Context: an optimization exercise on an open-source flow, tuned for small area. The choices shown serve that exercise and are no tape-out recipe.
The RTL was checked by simulation tests, not by an equivalence proof against the original design.

==> module clk_div_4, before the edit <==
module clk_div_4 (
  input  wire       clk,
  input  wire       rst,
  output wire       clk_div_4,   
  output wire       word_clk,
  output wire [1:0] role,        
  output wire [7:0] m,           
  output wire [7:0] m1,          
  output wire       cap,         
  output wire       word_rise,   
  output wire       clr,         
  output wire       ext,         
  output wire       lo_wr,       
  output wire       wzero        
);
  reg [1:0] div_cnt;
  reg [9:0] cnt;
  wire [9:0] cnt1 = cnt + 10'd1;
  reg       init;                
  reg       init2;               
  reg       init3;               
  always @(posedge clk, posedge rst) begin
    if (rst) begin
      div_cnt <= 2'b00;
      cnt     <= 10'd128;
      init    <= 1'b1;
      init2   <= 1'b1;
      init3   <= 1'b1;
    end else begin
      div_cnt <= div_cnt + 2'b01;
      if (div_cnt == 2'b01)
        cnt <= cnt1;
      if (div_cnt == 2'b11) begin
        init  <= 1'b0;
        init2 <= init;
        init3 <= init2;
      end
    end
  end
  assign clk_div_4 = div_cnt[1];
  assign word_clk  = ~cnt[7];
  assign role      = div_cnt - cnt[9:8];
  assign m         = cnt[7:0];
  assign m1        = cnt1[7:0];
  assign cap       = (div_cnt == 2'b01);
  assign word_rise = cap && (cnt[7:0] == 8'hFF);
  wire   start  = (role == 2'd3) && (cnt[7:0] == 8'd0);
  wire   zinit  = init3 & ~init;
  assign clr    = init | start;
  assign ext    = start | (zinit && div_cnt == 2'b00);
  assign lo_wr  = start;
  assign wzero  = init && !div_cnt[1];
endmodule
==> module filter_sinc3, before the edit <==
module filter_sinc3 (
  input  wire        clk,
  input  wire        rst,
  input  wire        nx,          
  input  wire [15:0] nw,          
  input  wire        clr,         
  input  wire        ext,         
  input  wire        lo_wr,       
  input  wire        word_rise,
  output reg  [15:0] DATA
);
  reg  [23:0] r0, r1, r2, r3;    
  reg  [7:0]  pn;                
  reg  [15:0] po;                
  wire [23:0] a = clr ? 24'd0 : r3;
  wire [23:0] b = {8'd0, ~({16{nx}} | nw)};
  wire [23:0] s;
  wire [24:0] c;
  assign c[0] = 1'b0;
  genvar i;
  generate
    for (i = 0; i < 24; i = i + 1) begin : add
      assign s[i]   = a[i] ^ b[i] ^ c[i];
      assign c[i+1] = (a[i] & b[i]) | (a[i] & c[i]) | (b[i] & c[i]);
    end
  endgenerate
  wire        co = c[24];
  always @(posedge clk) begin
    r0 <= {s[23:8] | {16{co}}, s[7:0]};
    r1 <= r0;
    r2 <= r1;
    r3 <= {r2[23:8], lo_wr ? r3[15:8] : r2[7:0]};
    if (ext) begin
      pn <= r3[23:16];
      po <= {pn, r3[7:0]};
    end
  end
  always @(posedge clk, posedge rst) begin
    if (rst)
      DATA <= 16'd0;
    else if (word_rise)
      DATA <= po;
  end
endmodule
==> module top, before the edit <==
module top #(
  parameter WIDTH = 16
  ) (
    input    clk,
    input    rst,
    input    data_in_i1,         
    input    data_in_u1,
    input    data_in_i2,
    input    data_in_u2,
    input    data_in_i3,
    input    data_in_u3,
    output   mclkin,             
    output   word_clk,           
    output   [WIDTH - 1 :0]  data_i1,
    output   [WIDTH - 1 :0]  data_u1,
    output   [WIDTH - 1 :0]  data_i2,
    output   [WIDTH - 1 :0]  data_u2,
    output   [WIDTH - 1 :0]  data_i3,
    output   [WIDTH - 1 :0]  data_u3
);
  wire [1:0]  role;
  wire [7:0]  m, m1;
  wire        cap, word_rise, clr, ext, lo_wr, wzero;
  wire [15:0] nw;
  wire [5:0]  nmdat;
  clk_div_4 ctrl (
    .clk(clk), .rst(rst),
    .clk_div_4(mclkin), .word_clk(word_clk),
    .role(role), .m(m), .m1(m1),
    .cap(cap), .word_rise(word_rise),
    .clr(clr), .ext(ext), .lo_wr(lo_wr), .wzero(wzero)
  );
  word_clk kernel (
    .clk(clk), .rst(rst), .cap(cap),
    .role(role), .m(m), .m1(m1), .wzero(wzero), .nw(nw)
  );
  data_adc SIGMA_DELTA_DATA (
    .clk(clk), .cap(cap),
    .din({data_in_u3, data_in_i3, data_in_u2, data_in_i2, data_in_u1, data_in_i1}),
    .nmdat(nmdat)
  );
  wire [15:0] dout [0:5];
  genvar g;
  generate
    for (g = 0; g < 6; g = g + 1) begin : ch
      filter_sinc3 f (
        .clk(clk), .rst(rst),
        .nx(nmdat[g]), .nw(nw),
        .clr(clr), .ext(ext), .lo_wr(lo_wr), .word_rise(word_rise),
        .DATA(dout[g])
      );
    end
  endgenerate
  assign data_i1 = dout[0];
  assign data_u1 = dout[1];
  assign data_i2 = dout[2];
  assign data_u2 = dout[3];
  assign data_i3 = dout[4];
  assign data_u3 = dout[5];
endmodule
export LEC_CHECK = 0
export CAP_MARGIN = 20
export CORE_MARGIN = 2
export CORE_UTILIZATION = 60
export PLACE_DENSITY = 0.75
export SLEW_MARGIN = 20
create_clock -name core_clock -period 10.0 [get_ports {clk}]
standard.sh (not shown) runs the stock make flow with config.mk's settings and CLKGATE_MAP_FILE= SYNTH_SCRIPT=/design/flow/synth_recipe.tcl, a recipe that flattens the netlist after the stock synthesis.
==> flow/flow/run.sh <==
#!/bin/bash
# Standard layout with three changes: port buffers use the smallest buffer,
# the clock tree uses clkbuf_8 with clusters of up to 20 sinks, and CTS adds
# no dummy loads.  Each tool's output goes to the ORFS logs under orfs/logs/;
# this script's own output goes to flow.log.
set -euo pipefail
export BUFFER_PORTS_ARGS="-buffer_cell sky130_fd_sc_hd__buf_1"
export CTS_ARGS="-sink_clustering_enable -repair_clock_nets -dont_use_dummy_load -buf_list sky130_fd_sc_hd__clkbuf_8 -sink_clustering_size 20 -sink_clustering_max_diameter 50"
bash standard.sh > flow.log 2>&1
Then changed:
--- a/flow/design.v
+++ b/flow/design.v
@@ -11,5 +11,5 @@
   output wire       clr,         
   output wire       ext,         
-  output wire       lo_wr,       
+  output wire       pshift,      
   output wire       wzero        
 );
@@ -19,5 +19,4 @@
   reg       init;                
   reg       init2;               
-  reg       init3;               
   always @(posedge clk, posedge rst) begin
     if (rst) begin
@@ -26,5 +25,4 @@
       init    <= 1'b1;
       init2   <= 1'b1;
-      init3   <= 1'b1;
     end else begin
       div_cnt <= div_cnt + 2'b01;
@@ -34,5 +32,4 @@
         init  <= 1'b0;
         init2 <= init;
-        init3 <= init2;
       end
     end
@@ -46,8 +43,8 @@
   assign word_rise = cap && (cnt[7:0] == 8'hFF);
   wire   start  = (role == 2'd3) && (cnt[7:0] == 8'd0);
-  wire   zinit  = init3 & ~init;
+  wire   zinit  = init2 & ~init;
   assign clr    = init | start;
   assign ext    = start | (zinit && div_cnt == 2'b00);
-  assign lo_wr  = start;
+  assign pshift = word_rise | (zinit && div_cnt == 2'b01);
   assign wzero  = init && !div_cnt[1];
 endmodule
@@ -120,13 +117,12 @@
   input  wire        nx,          
   input  wire [15:0] nw,          
-  input  wire        clr,         
-  input  wire        ext,         
-  input  wire        lo_wr,       
+  input  wire        clr,
+  input  wire        ext,
+  input  wire        pshift,
   input  wire        word_rise,
   output reg  [15:0] DATA
 );
   reg  [23:0] r0, r1, r2, r3;    
-  reg  [7:0]  pn;                
-  reg  [15:0] po;                
+  reg  [15:0] pn, po;            
   wire [23:0] a = clr ? 24'd0 : r3;
   wire [23:0] b = {8'd0, ~({16{nx}} | nw)};
@@ -146,9 +142,9 @@
     r1 <= r0;
     r2 <= r1;
-    r3 <= {r2[23:8], lo_wr ? r3[15:8] : r2[7:0]};
-    if (ext) begin
-      pn <= r3[23:16];
-      po <= {pn, r3[7:0]};
-    end
+    r3 <= r2;
+    if (ext)
+      pn <= r3[23:8];
+    if (pshift)
+      po <= pn;
   end
   always @(posedge clk, posedge rst) begin
@@ -181,5 +177,5 @@
   wire [1:0]  role;
   wire [7:0]  m, m1;
-  wire        cap, word_rise, clr, ext, lo_wr, wzero;
+  wire        cap, word_rise, clr, ext, pshift, wzero;
   wire [15:0] nw;
   wire [5:0]  nmdat;
@@ -189,5 +185,5 @@
     .role(role), .m(m), .m1(m1),
     .cap(cap), .word_rise(word_rise),
-    .clr(clr), .ext(ext), .lo_wr(lo_wr), .wzero(wzero)
+    .clr(clr), .ext(ext), .pshift(pshift), .wzero(wzero)
   );
   word_clk kernel (
@@ -207,5 +203,5 @@
         .clk(clk), .rst(rst),
         .nx(nmdat[g]), .nw(nw),
-        .clr(clr), .ext(ext), .lo_wr(lo_wr), .word_rise(word_rise),
+        .clr(clr), .ext(ext), .pshift(pshift), .word_rise(word_rise),
         .DATA(dout[g])
       );
=> Via count drops by 3.9%; maximum frequency hardly moves; worst setup slack improved by 0.020 ns; final area is higher by 2.8%; die area goes up by 3.0%.

-- what the ideal ports hide --
No port has a modelled driver above. Below, the same layouts with a new extraction and two added sets of constraints. Step 1 sets driving cells, clkbuf_16 on the clock port and buf_2 on the other inputs (assumed; they add their load-dependent delay and slew). Step 2 times the ports against the registers' clock, not the clock port: input delays grow and output delays shrink by t, the midpoint of the rising clock arrivals with the driver on. Slacks: no drivers / after step 1 / after step 2; pairs: no drivers / after step 1.
run | t (ns) | setup slack, ns | hold WS [ns] | worst setup path at the end
the first run | 0.690 | 0.351 / 0.351 / 0.351 | 0.258 / 0.258 / 0.258 | register to register
the second run | 0.694 | 0.371 / 0.371 / 0.371 | 0.289 / 0.289 / 0.289 | register to register
After both steps setup and hold are still met in every run listed.
